Context: an optimization exercise on an open-source flow, tuned for small area. The choices shown serve that exercise and are no tape-out recipe.
In this exercise RTL edits were held to simulation tests only and were not proved equivalent to the original.
Power and IR drop assume default switching activity.

$ cat flow/design.v
module fix_mult (s0, s1, s2, s3, z0, z1, z2, z3, a, b, c);
output c;          
input  [15:0] s0, s1, s2, s3;
input  z0, z1, z2, z3;
output [25:0] a;
output [25:0] b;
wire [15:0] ns0 = ~s0;
wire nz0 = ~z0;
wire [15:0] ns1 = ~s1;
wire nz1 = ~z1;
wire [15:0] ns2 = ~s2;
wire nz2 = ~z2;
wire [15:0] ns3 = ~s3;
wire nz3 = ~z3;
wire w0, w1;
fa u1 (.a(s0[2]), .b(s0[0]), .c(ns1[0]), .s(w0), .co(w1));
wire w2, w3;
fa u2 (.a(ns3[0]), .b(w0), .c(s2[2]), .s(w2), .co(w3));
wire w4 = s0[3] ^ s0[1];
wire w5 = s0[3] | s0[1];
wire w6, w7;
fa u3 (.a(w1), .b(ns1[1]), .c(ns3[1]), .s(w6), .co(w7));
wire w8 = ~w4;
wire w9, w10;
fa u4 (.a(w8), .b(s2[3]), .c(w3), .s(w9), .co(w10));
wire w11, w12;
fa u5 (.a(s0[4]), .b(s0[2]), .c(w5), .s(w11), .co(w12));
wire w13, w14;
fa u6 (.a(w11), .b(ns1[2]), .c(ns3[2]), .s(w13), .co(w14));
wire w15, w16;
fa u7 (.a(s2[4]), .b(w7), .c(w13), .s(w15), .co(w16));
wire w17 = s0[5] ^ s0[3];
wire w18 = s0[5] | s0[3];
wire w19 = ~w17;
wire w20, w21;
fa u8 (.a(ns3[0]), .b(w19), .c(w12), .s(w20), .co(w21));
wire w22, w23;
fa u9 (.a(w20), .b(ns1[3]), .c(ns3[3]), .s(w22), .co(w23));
wire w24, w25;
fa u10 (.a(s2[5]), .b(w14), .c(w22), .s(w24), .co(w25));
wire w26, w27;
fa u11 (.a(s0[6]), .b(s0[4]), .c(w18), .s(w26), .co(w27));
wire w28, w29;
fa u12 (.a(s1[0]), .b(w26), .c(ns3[1]), .s(w28), .co(w29));
wire w30, w31;
fa u13 (.a(w21), .b(ns1[4]), .c(ns3[4]), .s(w30), .co(w31));
wire w32, w33;
fa u14 (.a(s2[6]), .b(w28), .c(w23), .s(w32), .co(w33));
wire w34, w35;
fa u15 (.a(w30), .b(w25), .c(w32), .s(w34), .co(w35));
wire w36, w37;
fa u16 (.a(s0[7]), .b(s0[5]), .c(w27), .s(w36), .co(w37));
wire w38, w39;
fa u17 (.a(s1[1]), .b(ns3[2]), .c(w36), .s(w38), .co(w39));
wire w40, w41;
fa u18 (.a(w29), .b(ns1[5]), .c(ns3[5]), .s(w40), .co(w41));
wire w42, w43;
fa u19 (.a(s2[7]), .b(w38), .c(w31), .s(w42), .co(w43));
wire w44, w45;
fa u20 (.a(w40), .b(w33), .c(w42), .s(w44), .co(w45));
wire w46, w47;
fa u21 (.a(s0[8]), .b(s0[6]), .c(s2[0]), .s(w46), .co(w47));
wire w48, w49;
fa u22 (.a(w46), .b(s1[2]), .c(w37), .s(w48), .co(w49));
wire w50, w51;
fa u23 (.a(ns3[3]), .b(ns1[6]), .c(ns3[6]), .s(w50), .co(w51));
wire w52, w53;
fa u24 (.a(w39), .b(w48), .c(s2[8]), .s(w52), .co(w53));
wire w54, w55;
fa u25 (.a(w41), .b(w50), .c(w43), .s(w54), .co(w55));
wire w56, w57;
fa u26 (.a(w52), .b(w45), .c(w54), .s(w56), .co(w57));
wire w58, w59;
fa u27 (.a(s0[9]), .b(s0[7]), .c(s3[0]), .s(w58), .co(w59));
wire w60, w61;
fa u28 (.a(w47), .b(w58), .c(s2[1]), .s(w60), .co(w61));
wire w62, w63;
fa u29 (.a(s1[3]), .b(ns3[4]), .c(w60), .s(w62), .co(w63));
wire w64, w65;
fa u30 (.a(w49), .b(ns1[7]), .c(ns3[7]), .s(w64), .co(w65));
wire w66, w67;
fa u31 (.a(s2[9]), .b(w62), .c(w51), .s(w66), .co(w67));
wire w68, w69;
fa u32 (.a(w53), .b(w64), .c(w66), .s(w68), .co(w69));
wire w70, w71;
fa u33 (.a(w55), .b(w68), .c(w57), .s(w70), .co(w71));
wire w72, w73;
fa u34 (.a(s0[10]), .b(s0[8]), .c(w59), .s(w72), .co(w73));
wire w74, w75;
fa u35 (.a(s3[1]), .b(s2[2]), .c(s1[4]), .s(w74), .co(w75));
wire w76, w77;
fa u36 (.a(w72), .b(w61), .c(ns3[5]), .s(w76), .co(w77));
wire w78, w79;
fa u37 (.a(w74), .b(ns1[8]), .c(ns3[8]), .s(w78), .co(w79));
wire w80, w81;
fa u38 (.a(w63), .b(s2[10]), .c(w76), .s(w80), .co(w81));
wire w82, w83;
fa u39 (.a(w65), .b(w78), .c(w67), .s(w82), .co(w83));
wire w84, w85;
fa u40 (.a(w80), .b(w69), .c(w82), .s(w84), .co(w85));
wire w86, w87;
fa u41 (.a(s0[11]), .b(s0[9]), .c(s3[2]), .s(w86), .co(w87));
wire w88, w89;
fa u42 (.a(s2[3]), .b(w73), .c(s1[5]), .s(w88), .co(w89));
wire w90, w91;
fa u43 (.a(w86), .b(ns3[6]), .c(w75), .s(w90), .co(w91));
wire w92, w93;
fa u44 (.a(w88), .b(w77), .c(ns1[9]), .s(w92), .co(w93));
wire w94, w95;
fa u45 (.a(ns3[9]), .b(s2[11]), .c(w90), .s(w94), .co(w95));
wire w96, w97;
fa u46 (.a(w79), .b(w81), .c(w92), .s(w96), .co(w97));
wire w98, w99;
fa u47 (.a(w94), .b(w83), .c(w96), .s(w98), .co(w99));
wire w100, w101;
fa u48 (.a(s0[12]), .b(s0[10]), .c(s3[3]), .s(w100), .co(w101));
wire w102, w103;
fa u49 (.a(s2[4]), .b(w87), .c(s1[6]), .s(w102), .co(w103));
wire w104, w105;
fa u50 (.a(w100), .b(ns3[7]), .c(w89), .s(w104), .co(w105));
wire w106, w107;
fa u51 (.a(w102), .b(ns1[10]), .c(ns3[10]), .s(w106), .co(w107));
wire w108, w109;
fa u52 (.a(w91), .b(s2[12]), .c(w104), .s(w108), .co(w109));
wire w110, w111;
fa u53 (.a(w93), .b(w106), .c(w95), .s(w110), .co(w111));
wire w112, w113;
fa u54 (.a(w108), .b(w97), .c(w110), .s(w112), .co(w113));
wire w114, w115;
fa u55 (.a(s0[13]), .b(s0[11]), .c(s3[4]), .s(w114), .co(w115));
wire w116, w117;
fa u56 (.a(s2[5]), .b(w101), .c(s1[7]), .s(w116), .co(w117));
wire w118, w119;
fa u57 (.a(w114), .b(ns3[8]), .c(w103), .s(w118), .co(w119));
wire w120, w121;
fa u58 (.a(w116), .b(s2[13]), .c(ns1[11]), .s(w120), .co(w121));
wire w122, w123;
fa u59 (.a(ns3[11]), .b(w105), .c(w118), .s(w122), .co(w123));
wire w124, w125;
fa u60 (.a(w107), .b(w120), .c(w109), .s(w124), .co(w125));
wire w126, w127;
fa u61 (.a(w122), .b(w111), .c(w124), .s(w126), .co(w127));
wire w128, w129;
fa u62 (.a(s0[14]), .b(s0[12]), .c(s3[5]), .s(w128), .co(w129));
wire w130, w131;
fa u63 (.a(s2[6]), .b(w115), .c(s1[8]), .s(w130), .co(w131));
wire w132, w133;
fa u64 (.a(w128), .b(ns3[9]), .c(w117), .s(w132), .co(w133));
wire w134, w135;
fa u65 (.a(s2[14]), .b(w130), .c(ns1[12]), .s(w134), .co(w135));
wire w136, w137;
fa u66 (.a(ns3[12]), .b(w119), .c(w132), .s(w136), .co(w137));
wire w138, w139;
fa u67 (.a(w121), .b(w134), .c(w123), .s(w138), .co(w139));
wire w140, w141;
fa u68 (.a(w136), .b(w125), .c(w138), .s(w140), .co(w141));
wire w142, w143;
fa u69 (.a(s0[13]), .b(ns0[15]), .c(z0), .s(w142), .co(w143));
wire w144, w145;
fa u70 (.a(w142), .b(s3[6]), .c(s2[7]), .s(w144), .co(w145));
wire w146, w147;
fa u71 (.a(w129), .b(s1[9]), .c(ns3[10]), .s(w146), .co(w147));
wire w148, w149;
fa u72 (.a(w144), .b(w131), .c(ns1[13]), .s(w148), .co(w149));
wire w150, w151;
fa u73 (.a(ns3[13]), .b(ns2[15]), .c(w133), .s(w150), .co(w151));
wire w152, w153;
fa u74 (.a(w146), .b(w135), .c(w148), .s(w152), .co(w153));
wire w154, w155;
fa u75 (.a(w137), .b(w150), .c(w152), .s(w154), .co(w155));
wire w156, w157;
fa u76 (.a(w139), .b(z2), .c(w154), .s(w156), .co(w157));
wire w158 = s0[14] ^ w143;
wire w159 = s0[14] | w143;
wire w160 = ~w158;
wire w161, w162;
fa u77 (.a(w160), .b(s3[7]), .c(s2[8]), .s(w161), .co(w162));
wire w163, w164;
fa u78 (.a(s1[10]), .b(w145), .c(ns3[11]), .s(w163), .co(w164));
wire w165, w166;
fa u79 (.a(w161), .b(ns1[14]), .c(ns3[14]), .s(w165), .co(w166));
wire w167, w168;
fa u80 (.a(w147), .b(w163), .c(w149), .s(w167), .co(w168));
wire w169, w170;
fa u81 (.a(w165), .b(w151), .c(w153), .s(w169), .co(w170));
wire w171, w172;
fa u82 (.a(w167), .b(w155), .c(w169), .s(w171), .co(w172));
wire w173, w174;
fa u83 (.a(ns0[15]), .b(z0), .c(w159), .s(w173), .co(w174));
wire w175, w176;
fa u84 (.a(s3[8]), .b(w173), .c(s2[9]), .s(w175), .co(w176));
wire w177, w178;
fa u85 (.a(s1[11]), .b(w162), .c(ns3[12]), .s(w177), .co(w178));
wire w179, w180;
fa u86 (.a(s1[15]), .b(s3[15]), .c(w175), .s(w179), .co(w180));
wire w181, w182;
fa u87 (.a(w164), .b(w166), .c(w177), .s(w181), .co(w182));
wire w183, w184;
fa u88 (.a(w179), .b(w168), .c(w181), .s(w183), .co(w184));
wire w185, w186;
fa u89 (.a(nz1), .b(nz3), .c(w170), .s(w185), .co(w186));
wire w187, w188;
fa u90 (.a(w183), .b(w172), .c(w185), .s(w187), .co(w188));
wire w189 = w174 ^ s3[9];
wire w190 = w174 | s3[9];
wire w191, w192;
fa u91 (.a(s2[10]), .b(s1[12]), .c(ns3[13]), .s(w191), .co(w192));
wire w193 = ~w189;
wire w194, w195;
fa u92 (.a(w176), .b(w193), .c(w178), .s(w194), .co(w195));
wire w196, w197;
fa u93 (.a(w191), .b(w180), .c(w182), .s(w196), .co(w197));
wire w198, w199;
fa u94 (.a(w194), .b(w184), .c(w196), .s(w198), .co(w199));
wire w200, w201;
fa u95 (.a(w186), .b(w198), .c(w188), .s(w200), .co(w201));
wire w202, w203;
fa u96 (.a(s3[10]), .b(s2[11]), .c(w190), .s(w202), .co(w203));
wire w204, w205;
fa u97 (.a(s1[13]), .b(ns3[14]), .c(w202), .s(w204), .co(w205));
wire w206, w207;
fa u98 (.a(w192), .b(w195), .c(w204), .s(w206), .co(w207));
wire w208, w209;
fa u99 (.a(w197), .b(w206), .c(w199), .s(w208), .co(w209));
wire w210 = s3[11] ^ s1[14];
wire w211 = s3[11] | s1[14];
wire w212, w213;
fa u100 (.a(s2[12]), .b(s3[15]), .c(w203), .s(w212), .co(w213));
wire w214 = ~w210;
wire w215, w216;
fa u101 (.a(w214), .b(w205), .c(w212), .s(w215), .co(w216));
wire w217, w218;
fa u102 (.a(nz3), .b(w207), .c(w215), .s(w217), .co(w218));
wire w219 = s2[13] ^ s3[12];
wire w220 = s2[13] | s3[12];
wire w221 = ~w219;
wire w222, w223;
fa u103 (.a(ns1[15]), .b(w211), .c(w221), .s(w222), .co(w223));
wire w224, w225;
fa u104 (.a(w213), .b(w222), .c(z1), .s(w224), .co(w225));
wire w226, w227;
fa u105 (.a(w216), .b(w224), .c(w218), .s(w226), .co(w227));
wire w228, w229;
fa u106 (.a(s2[14]), .b(s3[13]), .c(w220), .s(w228), .co(w229));
wire w230, w231;
fa u107 (.a(w228), .b(w223), .c(w225), .s(w230), .co(w231));
wire w232, w233;
fa u108 (.a(s3[14]), .b(ns2[15]), .c(w229), .s(w232), .co(w233));
wire w234, w235;
fa u109 (.a(z2), .b(w232), .c(w231), .s(w234), .co(w235));
wire w236, w237;
fa u110 (.a(ns3[15]), .b(w233), .c(z3), .s(w236), .co(w237));
wire cp0_p0 = s0[0] ^ s2[0];
wire cp0_g0 = s0[0] & s2[0];
wire cp0_p1 = s0[1] ^ s2[1];
wire cp0_g1 = s0[1] & s2[1];
wire cp0_p2 = w2 ^ 1'b0;
wire cp0_g2 = w2 & 1'b0;
wire cp0_p3 = w6 ^ w9;
wire cp0_g3 = w6 & w9;
wire cp0_p4 = w10 ^ w15;
wire cp0_g4 = w10 & w15;
wire cp0_p5 = w16 ^ w24;
wire cp0_g5 = w16 & w24;
wire cp0_p6 = w34 ^ 1'b0;
wire cp0_g6 = w34 & 1'b0;
wire cp0_p7 = w35 ^ w44;
wire cp0_g7 = w35 & w44;
wire cp0_p8 = w56 ^ 1'b0;
wire cp0_g8 = w56 & 1'b0;
wire cp0_p9 = w70 ^ 1'b0;
wire cp0_g9 = w70 & 1'b0;
wire cp0_p10 = w71 ^ w84;
wire cp0_g10 = w71 & w84;
wire cp0_p11 = w85 ^ w98;
wire cp0_g11 = w85 & w98;
wire cp0_p12 = w99 ^ w112;
wire cp0_g12 = w99 & w112;
wire cp0_p13 = w113 ^ w126;
wire cp0_g13 = w113 & w126;
wire cp0_p14 = w127 ^ w140;
wire cp0_g14 = w127 & w140;
wire cp0_G1 = cp0_g1 | (cp0_p1 & cp0_g0);
wire cp0_G2 = cp0_g3 | (cp0_p3 & cp0_g2);
wire cp0_P2 = cp0_p3 & cp0_p2;
wire cp0_G3 = cp0_g5 | (cp0_p5 & cp0_g4);
wire cp0_P3 = cp0_p5 & cp0_p4;
wire cp0_G4 = cp0_g7 | (cp0_p7 & cp0_g6);
wire cp0_P4 = cp0_p7 & cp0_p6;
wire cp0_G5 = cp0_g9 | (cp0_p9 & cp0_g8);
wire cp0_P5 = cp0_p9 & cp0_p8;
wire cp0_G6 = cp0_g11 | (cp0_p11 & cp0_g10);
wire cp0_P6 = cp0_p11 & cp0_p10;
wire cp0_G7 = cp0_g13 | (cp0_p13 & cp0_g12);
wire cp0_P7 = cp0_p13 & cp0_p12;
wire cp0_G8 = cp0_G2 | (cp0_P2 & cp0_G1);
wire cp0_G9 = cp0_G4 | (cp0_P4 & cp0_G3);
wire cp0_P9 = cp0_P4 & cp0_P3;
wire cp0_G10 = cp0_G6 | (cp0_P6 & cp0_G5);
wire cp0_P10 = cp0_P6 & cp0_P5;
wire cp0_G11 = cp0_G9 | (cp0_P9 & cp0_G8);
wire cp0_G12 = cp0_G10 | (cp0_P10 & cp0_G11);
wire cp0_G13 = cp0_G3 | (cp0_P3 & cp0_G8);
wire cp0_G14 = cp0_G5 | (cp0_P5 & cp0_G11);
wire cp0_G15 = cp0_G7 | (cp0_P7 & cp0_G12);
wire cp0_fs2, cp0_G16;
fa cp0_f2 (.a(w2), .b(1'b0), .c(cp0_G1), .s(cp0_fs2), .co(cp0_G16));
wire cp0_fs4, cp0_G17;
fa cp0_f4 (.a(w10), .b(w15), .c(cp0_G8), .s(cp0_fs4), .co(cp0_G17));
wire cp0_fs6, cp0_G18;
fa cp0_f6 (.a(w34), .b(1'b0), .c(cp0_G13), .s(cp0_fs6), .co(cp0_G18));
wire cp0_fs8, cp0_G19;
fa cp0_f8 (.a(w56), .b(1'b0), .c(cp0_G11), .s(cp0_fs8), .co(cp0_G19));
wire cp0_fs10, cp0_G20;
fa cp0_f10 (.a(w71), .b(w84), .c(cp0_G14), .s(cp0_fs10), .co(cp0_G20));
wire cp0_fs12, cp0_G21;
fa cp0_f12 (.a(w99), .b(w112), .c(cp0_G12), .s(cp0_fs12), .co(cp0_G21));
wire cp0_fs14, cp0_G22;
fa cp0_f14 (.a(w127), .b(w140), .c(cp0_G15), .s(cp0_fs14), .co(cp0_G22));
wire [14:0] cp0 = {cp0_fs14, cp0_p13 ^ cp0_G21, cp0_fs12, cp0_p11 ^ cp0_G20, cp0_fs10, cp0_p9 ^ cp0_G19, cp0_fs8, cp0_p7 ^ cp0_G18, cp0_fs6, cp0_p5 ^ cp0_G17, cp0_fs4, cp0_p3 ^ cp0_G16, cp0_fs2, cp0_p1 ^ cp0_g0, cp0_p0};
wire cp0_co = cp0_G22;
assign a = {1'b1, w235, w234, w227, w226, w209, w201, w200, w187, w157, w141, cp0[14], cp0[13], cp0[12], cp0[11], cp0[10], cp0[9], cp0[8], cp0[7], cp0[6], cp0[5], cp0[4], cp0[3], cp0[2], cp0[1], cp0[0]};
assign b = {w237, w236, 1'b0, w230, 1'b0, w217, w208, 1'b0, 1'b0, w171, w156, 1'b0, 1'b0, 1'b0, 1'b0, 1'b0, 1'b0, 1'b0, 1'b0, 1'b0, 1'b0, 1'b0, 1'b0, 1'b0, 1'b0, 1'b0};
assign c = cp0_co;
endmodule
module fa (a, b, c, s, co);
input  a, b, c;
output s, co;
assign s  = a ^ b ^ c;
assign co = (a & b) | (a & c) | (b & c);
endmodule
module fir(
	out,
	x,
	clk,
	rest
	);
output [34:0] out;
input         rest;
input  [15:0] x;
input         clk;
reg  [15:0] r0, r1, r2, r3, r4, r5, r6, r7, r8, r9, r10, r11, r12, r13;
reg  [15:0] p;
reg  [2:0]  n;           
reg         z;           
reg  [2:0]  q;           
reg  [24:0] ra;
reg  [6:0] rb;
reg         rc;
wire [25:0] l = {1'b1, ra[24], ra[23], ra[22], ra[21], ra[20], ra[19], ra[18], ra[17], ra[16], ra[15], ra[14], ra[13], ra[12], ra[11], ra[10], ra[9], ra[8], ra[7], ra[6], ra[5], ra[4], ra[3], ra[2], ra[1], ra[0]}
              + {rb[6], rb[5], 1'b0, rb[4], 1'b0, rb[3], rb[2], 1'b0, 1'b0, rb[1], rb[0], 1'b0, 1'b0, 1'b0, 1'b0, 1'b0, 1'b0, 1'b0, 1'b0, 1'b0, 1'b0, 1'b0, 1'b0, 1'b0, 1'b0, 1'b0}
              + {rc, 15'd0};
wire [3:0] hi = {4{l[25]}} - {1'b0, q};
assign out = {hi, {4{l[25]}}, l, 1'b0} & {35{~z}};
wire [15:0] d7  = (rest && n == 3'd7) ? r6 : 16'd0;
wire [15:0] d14 = rest ? r13 : 16'd0;
wire t1_p0 = r8[0] ^ r13[0];
wire t1_g0 = r8[0] & r13[0];
wire t1_p1 = r8[1] ^ r13[1];
wire t1_g1 = r8[1] & r13[1];
wire t1_p2 = r8[2] ^ r13[2];
wire t1_g2 = r8[2] & r13[2];
wire t1_p3 = r8[3] ^ r13[3];
wire t1_g3 = r8[3] & r13[3];
wire t1_p4 = r8[4] ^ r13[4];
wire t1_g4 = r8[4] & r13[4];
wire t1_p5 = r8[5] ^ r13[5];
wire t1_g5 = r8[5] & r13[5];
wire t1_p6 = r8[6] ^ r13[6];
wire t1_g6 = r8[6] & r13[6];
wire t1_p7 = r8[7] ^ r13[7];
wire t1_g7 = r8[7] & r13[7];
wire t1_p8 = r8[8] ^ r13[8];
wire t1_g8 = r8[8] & r13[8];
wire t1_p9 = r8[9] ^ r13[9];
wire t1_g9 = r8[9] & r13[9];
wire t1_p10 = r8[10] ^ r13[10];
wire t1_g10 = r8[10] & r13[10];
wire t1_p11 = r8[11] ^ r13[11];
wire t1_g11 = r8[11] & r13[11];
wire t1_p12 = r8[12] ^ r13[12];
wire t1_g12 = r8[12] & r13[12];
wire t1_p13 = r8[13] ^ r13[13];
wire t1_g13 = r8[13] & r13[13];
wire t1_p14 = r8[14] ^ r13[14];
wire t1_g14 = r8[14] & r13[14];
wire t1_p15 = r8[15] ^ r13[15];
wire t1_g15 = r8[15] & r13[15];
wire t1_G1 = t1_g1 | (t1_p1 & t1_g0);
wire t1_G2 = t1_g3 | (t1_p3 & t1_g2);
wire t1_P2 = t1_p3 & t1_p2;
wire t1_G3 = t1_g5 | (t1_p5 & t1_g4);
wire t1_P3 = t1_p5 & t1_p4;
wire t1_G4 = t1_g7 | (t1_p7 & t1_g6);
wire t1_P4 = t1_p7 & t1_p6;
wire t1_G5 = t1_g9 | (t1_p9 & t1_g8);
wire t1_P5 = t1_p9 & t1_p8;
wire t1_G6 = t1_g11 | (t1_p11 & t1_g10);
wire t1_P6 = t1_p11 & t1_p10;
wire t1_G7 = t1_g13 | (t1_p13 & t1_g12);
wire t1_P7 = t1_p13 & t1_p12;
wire t1_G8 = t1_g15 | (t1_p15 & t1_g14);
wire t1_P8 = t1_p15 & t1_p14;
wire t1_G9 = t1_G2 | (t1_P2 & t1_G1);
wire t1_G10 = t1_G4 | (t1_P4 & t1_G3);
wire t1_P10 = t1_P4 & t1_P3;
wire t1_G11 = t1_G6 | (t1_P6 & t1_G5);
wire t1_P11 = t1_P6 & t1_P5;
wire t1_G12 = t1_G8 | (t1_P8 & t1_G7);
wire t1_P12 = t1_P8 & t1_P7;
wire t1_G13 = t1_G10 | (t1_P10 & t1_G9);
wire t1_G14 = t1_G12 | (t1_P12 & t1_G11);
wire t1_P14 = t1_P12 & t1_P11;
wire t1_G15 = t1_G14 | (t1_P14 & t1_G13);
wire t1_G16 = t1_G11 | (t1_P11 & t1_G13);
wire t1_G17 = t1_G3 | (t1_P3 & t1_G9);
wire t1_G18 = t1_G5 | (t1_P5 & t1_G13);
wire t1_G19 = t1_G7 | (t1_P7 & t1_G16);
wire t1_fs2, t1_G20;
fa t1_f2 (.a(r8[2]), .b(r13[2]), .c(t1_G1), .s(t1_fs2), .co(t1_G20));
wire t1_fs4, t1_G21;
fa t1_f4 (.a(r8[4]), .b(r13[4]), .c(t1_G9), .s(t1_fs4), .co(t1_G21));
wire t1_fs6, t1_G22;
fa t1_f6 (.a(r8[6]), .b(r13[6]), .c(t1_G17), .s(t1_fs6), .co(t1_G22));
wire t1_fs8, t1_G23;
fa t1_f8 (.a(r8[8]), .b(r13[8]), .c(t1_G13), .s(t1_fs8), .co(t1_G23));
wire t1_fs10, t1_G24;
fa t1_f10 (.a(r8[10]), .b(r13[10]), .c(t1_G18), .s(t1_fs10), .co(t1_G24));
wire t1_fs12, t1_G25;
fa t1_f12 (.a(r8[12]), .b(r13[12]), .c(t1_G16), .s(t1_fs12), .co(t1_G25));
wire t1_fs14, t1_G26;
fa t1_f14 (.a(r8[14]), .b(r13[14]), .c(t1_G19), .s(t1_fs14), .co(t1_G26));
wire [15:0] t1 = {t1_p15 ^ t1_G26, t1_fs14, t1_p13 ^ t1_G25, t1_fs12, t1_p11 ^ t1_G24, t1_fs10, t1_p9 ^ t1_G23, t1_fs8, t1_p7 ^ t1_G22, t1_fs6, t1_p5 ^ t1_G21, t1_fs4, t1_p3 ^ t1_G20, t1_fs2, t1_p1 ^ t1_g0, t1_p0};
wire t1_co = t1_G15;
wire t2n_x0 = r9[0] ^ r12[0];
wire t2n_s0 = t2n_x0 ^ 1'b1;
wire t2n_g0 = (r9[0] & r12[0]) | (t2n_x0 & 1'b1);
wire t2n_p0 = 1'b0;
wire t2n_p1 = r9[1] ^ r12[1];
wire t2n_g1 = r9[1] & r12[1];
wire t2n_p2 = r9[2] ^ r12[2];
wire t2n_g2 = r9[2] & r12[2];
wire t2n_p3 = r9[3] ^ r12[3];
wire t2n_g3 = r9[3] & r12[3];
wire t2n_p4 = r9[4] ^ r12[4];
wire t2n_g4 = r9[4] & r12[4];
wire t2n_p5 = r9[5] ^ r12[5];
wire t2n_g5 = r9[5] & r12[5];
wire t2n_p6 = r9[6] ^ r12[6];
wire t2n_g6 = r9[6] & r12[6];
wire t2n_p7 = r9[7] ^ r12[7];
wire t2n_g7 = r9[7] & r12[7];
wire t2n_p8 = r9[8] ^ r12[8];
wire t2n_g8 = r9[8] & r12[8];
wire t2n_p9 = r9[9] ^ r12[9];
wire t2n_g9 = r9[9] & r12[9];
wire t2n_p10 = r9[10] ^ r12[10];
wire t2n_g10 = r9[10] & r12[10];
wire t2n_p11 = r9[11] ^ r12[11];
wire t2n_g11 = r9[11] & r12[11];
wire t2n_p12 = r9[12] ^ r12[12];
wire t2n_g12 = r9[12] & r12[12];
wire t2n_p13 = r9[13] ^ r12[13];
wire t2n_g13 = r9[13] & r12[13];
wire t2n_p14 = r9[14] ^ r12[14];
wire t2n_g14 = r9[14] & r12[14];
wire t2n_p15 = r9[15] ^ r12[15];
wire t2n_g15 = r9[15] & r12[15];
wire t2n_G1 = t2n_g1 | (t2n_p1 & t2n_g0);
wire t2n_G2 = t2n_g3 | (t2n_p3 & t2n_g2);
wire t2n_P2 = t2n_p3 & t2n_p2;
wire t2n_G3 = t2n_g5 | (t2n_p5 & t2n_g4);
wire t2n_P3 = t2n_p5 & t2n_p4;
wire t2n_G4 = t2n_g7 | (t2n_p7 & t2n_g6);
wire t2n_P4 = t2n_p7 & t2n_p6;
wire t2n_G5 = t2n_g9 | (t2n_p9 & t2n_g8);
wire t2n_P5 = t2n_p9 & t2n_p8;
wire t2n_G6 = t2n_g11 | (t2n_p11 & t2n_g10);
wire t2n_P6 = t2n_p11 & t2n_p10;
wire t2n_G7 = t2n_g13 | (t2n_p13 & t2n_g12);
wire t2n_P7 = t2n_p13 & t2n_p12;
wire t2n_G8 = t2n_g15 | (t2n_p15 & t2n_g14);
wire t2n_P8 = t2n_p15 & t2n_p14;
wire t2n_G9 = t2n_G2 | (t2n_P2 & t2n_G1);
wire t2n_G10 = t2n_G4 | (t2n_P4 & t2n_G3);
wire t2n_P10 = t2n_P4 & t2n_P3;
wire t2n_G11 = t2n_G6 | (t2n_P6 & t2n_G5);
wire t2n_P11 = t2n_P6 & t2n_P5;
wire t2n_G12 = t2n_G8 | (t2n_P8 & t2n_G7);
wire t2n_P12 = t2n_P8 & t2n_P7;
wire t2n_G13 = t2n_G10 | (t2n_P10 & t2n_G9);
wire t2n_G14 = t2n_G12 | (t2n_P12 & t2n_G11);
wire t2n_P14 = t2n_P12 & t2n_P11;
wire t2n_G15 = t2n_G14 | (t2n_P14 & t2n_G13);
wire t2n_G16 = t2n_G11 | (t2n_P11 & t2n_G13);
wire t2n_G17 = t2n_G3 | (t2n_P3 & t2n_G9);
wire t2n_G18 = t2n_G5 | (t2n_P5 & t2n_G13);
wire t2n_G19 = t2n_G7 | (t2n_P7 & t2n_G16);
wire t2n_fs2, t2n_G20;
fa t2n_f2 (.a(r9[2]), .b(r12[2]), .c(t2n_G1), .s(t2n_fs2), .co(t2n_G20));
wire t2n_fs4, t2n_G21;
fa t2n_f4 (.a(r9[4]), .b(r12[4]), .c(t2n_G9), .s(t2n_fs4), .co(t2n_G21));
wire t2n_fs6, t2n_G22;
fa t2n_f6 (.a(r9[6]), .b(r12[6]), .c(t2n_G17), .s(t2n_fs6), .co(t2n_G22));
wire t2n_fs8, t2n_G23;
fa t2n_f8 (.a(r9[8]), .b(r12[8]), .c(t2n_G13), .s(t2n_fs8), .co(t2n_G23));
wire t2n_fs10, t2n_G24;
fa t2n_f10 (.a(r9[10]), .b(r12[10]), .c(t2n_G18), .s(t2n_fs10), .co(t2n_G24));
wire t2n_fs12, t2n_G25;
fa t2n_f12 (.a(r9[12]), .b(r12[12]), .c(t2n_G16), .s(t2n_fs12), .co(t2n_G25));
wire t2n_fs14, t2n_G26;
fa t2n_f14 (.a(r9[14]), .b(r12[14]), .c(t2n_G19), .s(t2n_fs14), .co(t2n_G26));
wire [15:0] t2n = {t2n_p15 ^ t2n_G26, t2n_fs14, t2n_p13 ^ t2n_G25, t2n_fs12, t2n_p11 ^ t2n_G24, t2n_fs10, t2n_p9 ^ t2n_G23, t2n_fs8, t2n_p7 ^ t2n_G22, t2n_fs6, t2n_p5 ^ t2n_G21, t2n_fs4, t2n_p3 ^ t2n_G20, t2n_fs2, t2n_p1 ^ t2n_g0, t2n_s0};
wire t2n_co = t2n_G15;
wire t3_p0 = r10[0] ^ r11[0];
wire t3_g0 = r10[0] & r11[0];
wire t3_p1 = r10[1] ^ r11[1];
wire t3_g1 = r10[1] & r11[1];
wire t3_p2 = r10[2] ^ r11[2];
wire t3_g2 = r10[2] & r11[2];
wire t3_p3 = r10[3] ^ r11[3];
wire t3_g3 = r10[3] & r11[3];
wire t3_p4 = r10[4] ^ r11[4];
wire t3_g4 = r10[4] & r11[4];
wire t3_p5 = r10[5] ^ r11[5];
wire t3_g5 = r10[5] & r11[5];
wire t3_p6 = r10[6] ^ r11[6];
wire t3_g6 = r10[6] & r11[6];
wire t3_p7 = r10[7] ^ r11[7];
wire t3_g7 = r10[7] & r11[7];
wire t3_p8 = r10[8] ^ r11[8];
wire t3_g8 = r10[8] & r11[8];
wire t3_p9 = r10[9] ^ r11[9];
wire t3_g9 = r10[9] & r11[9];
wire t3_p10 = r10[10] ^ r11[10];
wire t3_g10 = r10[10] & r11[10];
wire t3_p11 = r10[11] ^ r11[11];
wire t3_g11 = r10[11] & r11[11];
wire t3_p12 = r10[12] ^ r11[12];
wire t3_g12 = r10[12] & r11[12];
wire t3_p13 = r10[13] ^ r11[13];
wire t3_g13 = r10[13] & r11[13];
wire t3_p14 = r10[14] ^ r11[14];
wire t3_g14 = r10[14] & r11[14];
wire t3_p15 = r10[15] ^ r11[15];
wire t3_g15 = r10[15] & r11[15];
wire t3_G1 = t3_g1 | (t3_p1 & t3_g0);
wire t3_G2 = t3_g3 | (t3_p3 & t3_g2);
wire t3_P2 = t3_p3 & t3_p2;
wire t3_G3 = t3_g5 | (t3_p5 & t3_g4);
wire t3_P3 = t3_p5 & t3_p4;
wire t3_G4 = t3_g7 | (t3_p7 & t3_g6);
wire t3_P4 = t3_p7 & t3_p6;
wire t3_G5 = t3_g9 | (t3_p9 & t3_g8);
wire t3_P5 = t3_p9 & t3_p8;
wire t3_G6 = t3_g11 | (t3_p11 & t3_g10);
wire t3_P6 = t3_p11 & t3_p10;
wire t3_G7 = t3_g13 | (t3_p13 & t3_g12);
wire t3_P7 = t3_p13 & t3_p12;
wire t3_G8 = t3_g15 | (t3_p15 & t3_g14);
wire t3_P8 = t3_p15 & t3_p14;
wire t3_G9 = t3_G2 | (t3_P2 & t3_G1);
wire t3_G10 = t3_G4 | (t3_P4 & t3_G3);
wire t3_P10 = t3_P4 & t3_P3;
wire t3_G11 = t3_G6 | (t3_P6 & t3_G5);
wire t3_P11 = t3_P6 & t3_P5;
wire t3_G12 = t3_G8 | (t3_P8 & t3_G7);
wire t3_P12 = t3_P8 & t3_P7;
wire t3_G13 = t3_G10 | (t3_P10 & t3_G9);
wire t3_G14 = t3_G12 | (t3_P12 & t3_G11);
wire t3_P14 = t3_P12 & t3_P11;
wire t3_G15 = t3_G14 | (t3_P14 & t3_G13);
wire t3_G16 = t3_G11 | (t3_P11 & t3_G13);
wire t3_G17 = t3_G3 | (t3_P3 & t3_G9);
wire t3_G18 = t3_G5 | (t3_P5 & t3_G13);
wire t3_G19 = t3_G7 | (t3_P7 & t3_G16);
wire t3_fs2, t3_G20;
fa t3_f2 (.a(r10[2]), .b(r11[2]), .c(t3_G1), .s(t3_fs2), .co(t3_G20));
wire t3_fs4, t3_G21;
fa t3_f4 (.a(r10[4]), .b(r11[4]), .c(t3_G9), .s(t3_fs4), .co(t3_G21));
wire t3_fs6, t3_G22;
fa t3_f6 (.a(r10[6]), .b(r11[6]), .c(t3_G17), .s(t3_fs6), .co(t3_G22));
wire t3_fs8, t3_G23;
fa t3_f8 (.a(r10[8]), .b(r11[8]), .c(t3_G13), .s(t3_fs8), .co(t3_G23));
wire t3_fs10, t3_G24;
fa t3_f10 (.a(r10[10]), .b(r11[10]), .c(t3_G18), .s(t3_fs10), .co(t3_G24));
wire t3_fs12, t3_G25;
fa t3_f12 (.a(r10[12]), .b(r11[12]), .c(t3_G16), .s(t3_fs12), .co(t3_G25));
wire t3_fs14, t3_G26;
fa t3_f14 (.a(r10[14]), .b(r11[14]), .c(t3_G19), .s(t3_fs14), .co(t3_G26));
wire [15:0] t3 = {t3_p15 ^ t3_G26, t3_fs14, t3_p13 ^ t3_G25, t3_fs12, t3_p11 ^ t3_G24, t3_fs10, t3_p9 ^ t3_G23, t3_fs8, t3_p7 ^ t3_G22, t3_fs6, t3_p5 ^ t3_G21, t3_fs4, t3_p3 ^ t3_G20, t3_fs2, t3_p1 ^ t3_g0, t3_p0};
wire t3_co = t3_G15;
wire pn_p0 = d7[0] ^ d14[0];
wire pn_g0 = d7[0] & d14[0];
wire pn_p1 = d7[1] ^ d14[1];
wire pn_g1 = d7[1] & d14[1];
wire pn_p2 = d7[2] ^ d14[2];
wire pn_g2 = d7[2] & d14[2];
wire pn_p3 = d7[3] ^ d14[3];
wire pn_g3 = d7[3] & d14[3];
wire pn_p4 = d7[4] ^ d14[4];
wire pn_g4 = d7[4] & d14[4];
wire pn_p5 = d7[5] ^ d14[5];
wire pn_g5 = d7[5] & d14[5];
wire pn_p6 = d7[6] ^ d14[6];
wire pn_g6 = d7[6] & d14[6];
wire pn_p7 = d7[7] ^ d14[7];
wire pn_g7 = d7[7] & d14[7];
wire pn_p8 = d7[8] ^ d14[8];
wire pn_g8 = d7[8] & d14[8];
wire pn_p9 = d7[9] ^ d14[9];
wire pn_g9 = d7[9] & d14[9];
wire pn_p10 = d7[10] ^ d14[10];
wire pn_g10 = d7[10] & d14[10];
wire pn_p11 = d7[11] ^ d14[11];
wire pn_g11 = d7[11] & d14[11];
wire pn_p12 = d7[12] ^ d14[12];
wire pn_g12 = d7[12] & d14[12];
wire pn_p13 = d7[13] ^ d14[13];
wire pn_g13 = d7[13] & d14[13];
wire pn_p14 = d7[14] ^ d14[14];
wire pn_g14 = d7[14] & d14[14];
wire pn_p15 = d7[15] ^ d14[15];
wire pn_g15 = d7[15] & d14[15];
wire pn_G1 = pn_g1 | (pn_p1 & pn_g0);
wire pn_G2 = pn_g3 | (pn_p3 & pn_g2);
wire pn_P2 = pn_p3 & pn_p2;
wire pn_G3 = pn_g5 | (pn_p5 & pn_g4);
wire pn_P3 = pn_p5 & pn_p4;
wire pn_G4 = pn_g7 | (pn_p7 & pn_g6);
wire pn_P4 = pn_p7 & pn_p6;
wire pn_G5 = pn_g9 | (pn_p9 & pn_g8);
wire pn_P5 = pn_p9 & pn_p8;
wire pn_G6 = pn_g11 | (pn_p11 & pn_g10);
wire pn_P6 = pn_p11 & pn_p10;
wire pn_G7 = pn_g13 | (pn_p13 & pn_g12);
wire pn_P7 = pn_p13 & pn_p12;
wire pn_G8 = pn_g15 | (pn_p15 & pn_g14);
wire pn_P8 = pn_p15 & pn_p14;
wire pn_G9 = pn_G2 | (pn_P2 & pn_G1);
wire pn_G10 = pn_G4 | (pn_P4 & pn_G3);
wire pn_P10 = pn_P4 & pn_P3;
wire pn_G11 = pn_G6 | (pn_P6 & pn_G5);
wire pn_P11 = pn_P6 & pn_P5;
wire pn_G12 = pn_G8 | (pn_P8 & pn_G7);
wire pn_P12 = pn_P8 & pn_P7;
wire pn_G13 = pn_G10 | (pn_P10 & pn_G9);
wire pn_G14 = pn_G12 | (pn_P12 & pn_G11);
wire pn_P14 = pn_P12 & pn_P11;
wire pn_G15 = pn_G14 | (pn_P14 & pn_G13);
wire pn_G16 = pn_G11 | (pn_P11 & pn_G13);
wire pn_G17 = pn_G3 | (pn_P3 & pn_G9);
wire pn_G18 = pn_G5 | (pn_P5 & pn_G13);
wire pn_G19 = pn_G7 | (pn_P7 & pn_G16);
wire pn_fs2, pn_G20;
fa pn_f2 (.a(d7[2]), .b(d14[2]), .c(pn_G1), .s(pn_fs2), .co(pn_G20));
wire pn_fs4, pn_G21;
fa pn_f4 (.a(d7[4]), .b(d14[4]), .c(pn_G9), .s(pn_fs4), .co(pn_G21));
wire pn_fs6, pn_G22;
fa pn_f6 (.a(d7[6]), .b(d14[6]), .c(pn_G17), .s(pn_fs6), .co(pn_G22));
wire pn_fs8, pn_G23;
fa pn_f8 (.a(d7[8]), .b(d14[8]), .c(pn_G13), .s(pn_fs8), .co(pn_G23));
wire pn_fs10, pn_G24;
fa pn_f10 (.a(d7[10]), .b(d14[10]), .c(pn_G18), .s(pn_fs10), .co(pn_G24));
wire pn_fs12, pn_G25;
fa pn_f12 (.a(d7[12]), .b(d14[12]), .c(pn_G16), .s(pn_fs12), .co(pn_G25));
wire pn_fs14, pn_G26;
fa pn_f14 (.a(d7[14]), .b(d14[14]), .c(pn_G19), .s(pn_fs14), .co(pn_G26));
wire [15:0] pn = {pn_p15 ^ pn_G26, pn_fs14, pn_p13 ^ pn_G25, pn_fs12, pn_p11 ^ pn_G24, pn_fs10, pn_p9 ^ pn_G23, pn_fs8, pn_p7 ^ pn_G22, pn_fs6, pn_p5 ^ pn_G21, pn_fs4, pn_p3 ^ pn_G20, pn_fs2, pn_p1 ^ pn_g0, pn_p0};
wire pn_co = pn_G15;
wire [15:0] t2 = ~t2n;    
wire z0 = p[15]  & ~|p[14:0];
wire z1 = t1[15] & ~|t1[14:0];
wire z2 = t2[15] & ~|t2[14:0];
wire z3 = t3[15] & ~|t3[14:0];
wire [2:0] qn = z0 + z1 + z2 + z3;
wire [25:0] an, bn;
wire cn;
fix_mult core (.s0(p), .s1(t1), .s2(t2), .s3(t3), .z0(z0), .z1(z1), .z2(z2), .z3(z3), .a(an), .b(bn), .c(cn));
always @(posedge clk) begin
	r0  <= x;
	r1  <= r0;
	r2  <= r1;
	r3  <= r2;
	r4  <= r3;
	r5  <= r4;
	r6  <= r5;
	r7  <= ~d7;
	r8  <= rest ? ~r7  : 16'd0;
	r9  <= ~(rest ? r8  : 16'd0);
	r10 <= rest ? ~r9  : 16'd0;
	r11 <= rest ? r10  : 16'd0;
	r12 <= ~(rest ? r11 : 16'd0);
	r13 <= rest ? ~r12 : 16'd0;
	p   <= pn;
	z   <= ~rest;
	q   <= qn;
	ra  <= {an[24], an[23], an[22], an[21], an[20], an[19], an[18], an[17], an[16], an[15], an[14], an[13], an[12], an[11], an[10], an[9], an[8], an[7], an[6], an[5], an[4], an[3], an[2], an[1], an[0]};
	rb  <= {bn[25], bn[24], bn[22], bn[20], bn[19], bn[16], bn[15]};
	rc  <= cn;
	if (!rest)
		n <= 3'd0;
	else if (n != 3'd7)
		n <= n + 3'd1;
end
endmodule
$ cat flow/run.sh
#!/bin/bash
# synth_recipe.tcl (not shown) runs the flow's synth.tcl, then flattens the netlist and writes it again
# the make line also repeats each setting of config.mk as NAME=value (left out here)
make -C /OpenROAD-flow-scripts/flow DESIGN_CONFIG=/design/flow/config.mk WORK_HOME=/design/flow/orfs CLKGATE_MAP_FILE= SYNTH_SCRIPT=/design/flow/synth_recipe.tcl finish
$ cat flow/config.mk
export PLATFORM = sky130hd
export DESIGN_NAME = fir
export DESIGN_NICKNAME = fir
export VERILOG_FILES = /design/flow/design.v
export SDC_FILE = /design/flow/constraint.sdc
export NUM_CORES = 4
export LEC_CHECK = 0
export CAP_MARGIN = 20
export CORE_MARGIN = 2
export CORE_UTILIZATION = 65
export CTS_BUF_LIST = sky130_fd_sc_hd__clkbuf_8
export CTS_CLUSTER_DIAMETER = 150
export CTS_CLUSTER_SIZE = 16
export SLEW_MARGIN = 20
export SYNTH_HIERARCHICAL = 1
export SYNTH_MINIMUM_KEEP_SIZE = 0
$ cat flow/constraint.sdc
create_clock -name core_clock -period 6.0 [get_ports {clk}]
set_input_delay 1.2000 -clock core_clock [delete_from_list [all_inputs] [get_ports {clk}]]
set_output_delay 1.2000 -clock core_clock [all_outputs]
set_load 0.01 [all_outputs]
==> flow_summary.yaml <==
power:
  combPwrFrac: 0.129
  p_clk_frac: 0.268
  ir_worst_vdd_v: 0.000241
  switchingPower_w: 0.000757
  power_density_nw_per_um2: 238
  p_int_w: 0.00247
  seqPwrFrac: 0.603
  power.total_w: 0.00322
  swShare: 0.235
  p_leak_nw: 6.22
floorplanning:
  die_width_um: 143
  initial_utilization: 0.667
  die_area_um2: 20500
  num_rows: 50
  top_level_ports: 53
  fp.dieH_um: 143
  coreArea_um2: 18900
cts:
  cts_made_buffers: 21
  cts_resized: 0
  cts_tree: "yes"
  clkTransAtPathRegs_ns: 0.10
  clk_latency_ns: 0.54
  clock-sinks: 280
  cts-root-buf: "clkbuf_8"
  cts_setup_buffers: 0
  cts_hold_buffers: 0
  htree_levels: 1
  cts.path.max_buffers: 3
min_path:
  hp-class: "reg2reg"
timing:
  max_freq_mhz: 180
  finalCriticalPeriod_ns: 5.56
  rsz0062_at_grt: "false"
  min_period_over_period: 0.926
  hold_viol: 0
  slew_viol_final: 0
  setup-violations-final: 0
  finalSetupTns_ns: 0
  fin_ws_ns: 0.441
  max_slew_margin: 0.322
  worstMarginPinSlew_ns: 1.02
  final.setup_skew_ns: 0.0270
worst_setup_path:
  cp_cell_sequence: "ha_1, inv_1, fa_1, nor2b_1, o21ai_0, o21ai_0, a31o_2, fa_1, fa_1, fa_1, fa_1, fa_1, fa_1, fa_1, fa_1"
  critPathArrivalTime_ns: 5.99
  end_kind: "flop"
  worstPathRequired_ns: 6.43
  critPathMostFrequentCell: "fa_1"
  crit_buf_inv: 1
  slowest_delay_ns: 0.54
  cp_slowest_cell: "fa_1"
  cp-start-kind: "flop"
  cp_max_fo: 3
  worstSetupPathType: "reg2reg"
  cpLargestDelayFamily: "adder cells"
final_layout:
  drive_gt1_frac: 0.0496
  largest_reg_flops: 25
  fillers: 1379
  final_cell_mix: "280 x dfxtp_1, 154 x fa_1, 107 x inv_1"
  fin_area_um2: 13500
  insertedDiodeCount: 0
  fin_cells: 1328
  area_growth_pct: 7.32
  fin_nets: 1325
  final_common_cell: "dfxtp_1"
  largest-register: "ra"
place:
  post-dp-hpwl_um: 17700
  dpl_cell_area_um2: 13200
  place_ws_ns: 0.428
  io_buffers: 51
  dp_cells: 1306
  routabilityCongestion: 0.916
global_routing:
  overflow: 0
  grt_usage: 0.233
  grt_pass1_wl_um: 36600
  grt_max_degree: 54
  grt_pass1_vias: 7249
  antenna_found_initial: 0
routing:
  final_antenna_net_count: 0
  drt_pass1_iterations: 4
  wl_per_cell_um: 16.7
  drt_first_iter_violations: 280
  routed_via_density: 5.15
  drc: 0
  vias: 6839
  drt_wl_total_um: 22200
synth:
  netlist_area_um2: 12600
  synthCells: 1030
  yosysWarningCount: 7
  avgSynthCellArea_um2: 12.2
job:
  maxCapViolations: 0
outcome:
  status: "timing/DRC/antenna clean"
## cell type report
| class | instances | area, µm² | area share |
|---|---|---|---|
| inverter | 108 | 405 | 0.0300 |
| clock inverter | 1 | 8.76 | 0.000648 |
| clock buffer | 21 | 289 | 0.0214 |
| tap | 260 | 325 | 0.0241 |
| timing repair buffer | 61 | 581 | 0.0429 |
| sequential | 280 | 5610 | 0.414 |
| multi-input combinational | 597 | 6310 | 0.467 |
## path summary, 6_finish.rpt
path	start	endpoint	slack, ns	cells past startpoint
worst max-delay path	r8[0]$_SDFF_PN0_	ra[18]$_DFF_P_	0.44	15
worst min-delay path	r4[4]$_DFF_P_	r5[4]$_DFF_P_	0.32	0
worst min register to register	r4[4]$_DFF_P_	r5[4]$_DFF_P_	0.32	0
worst max register to register	r8[0]$_SDFF_PN0_	ra[18]$_DFF_P_	0.44	15
## routing by layer
layer | share of wire | vias up | global-route usage
met1 | 0.46 | 3387 | 0.312
met2 | 0.47 | 138 | 0.393
met3 | 0.042 | 32 | 0.0379
li1 | - | 3282 | -
met4 | 0.027 | 0 | 0.0748
met5 | 0 | - | 0
## power groups by stage
stage | sequential [W] | combinational, W | clock [W]
after detailed placement | 0.00199 | 0.000421 | 0
after floorplan | 0.00198 | 0.000291 | 0
after CTS | 0.00194 | 0.000423 | 0.000894
after global placement | 0.00198 | 0.000410 | 0
after global routing | 0.00195 | 0.000470 | 0.000966
final | 0.00194 | 0.000416 | 0.000863
## worst reg2reg max path, cell delays in order, from the launching register on
cell and delay (ns):
dfxtp_1 0.36, ha_1 0.15, inv_1 0.05, fa_1 0.39, nor2b_1 0.12, o21ai_0 0.11, o21ai_0 0.44, a31o_2 0.26
fa_1 0.53, fa_1 0.44, fa_1 0.54, fa_1 0.43, fa_1 0.40, fa_1 0.42, fa_1 0.42, fa_1 0.42
## stage by stage
stage / hold WS [ns] / utilization
finish: 0.316 / 0.716
global route: 0.321 / 0.716
CTS: 0.318 / 0.716
detailed placement: 0.312 / 0.700
global placement: 0.310 / 0.700
floorplan: 0.310 / -

==> static timing again, ports no longer ideal <==
How much do the figures lean on ideal ports? The routed layout below was timed once more, with nothing changed but the port constraints. Step 1: set_driving_cell puts a clkbuf_16 on clk and a buf_2 on each other input, an assumption about the parent block. Step 2 times the ports against the registers' clock, not the clock port: input delays grow and output delays shrink by t, the midpoint of the rising clock arrivals with the driver on. a / b / c = ideal / step 1 / step 2; a / b = the first two.
shift t [ns]: 0.562
setup WS [ns]: 0.441 / 0.441 / 0.441
worst setup path at the end: register to register
cell pins on the clock port's net: 1
After both steps this run still meets setup and hold. For this run, drivers alone change the setup slack by 0.000 ns; drivers and shift together by 0.000 ns.
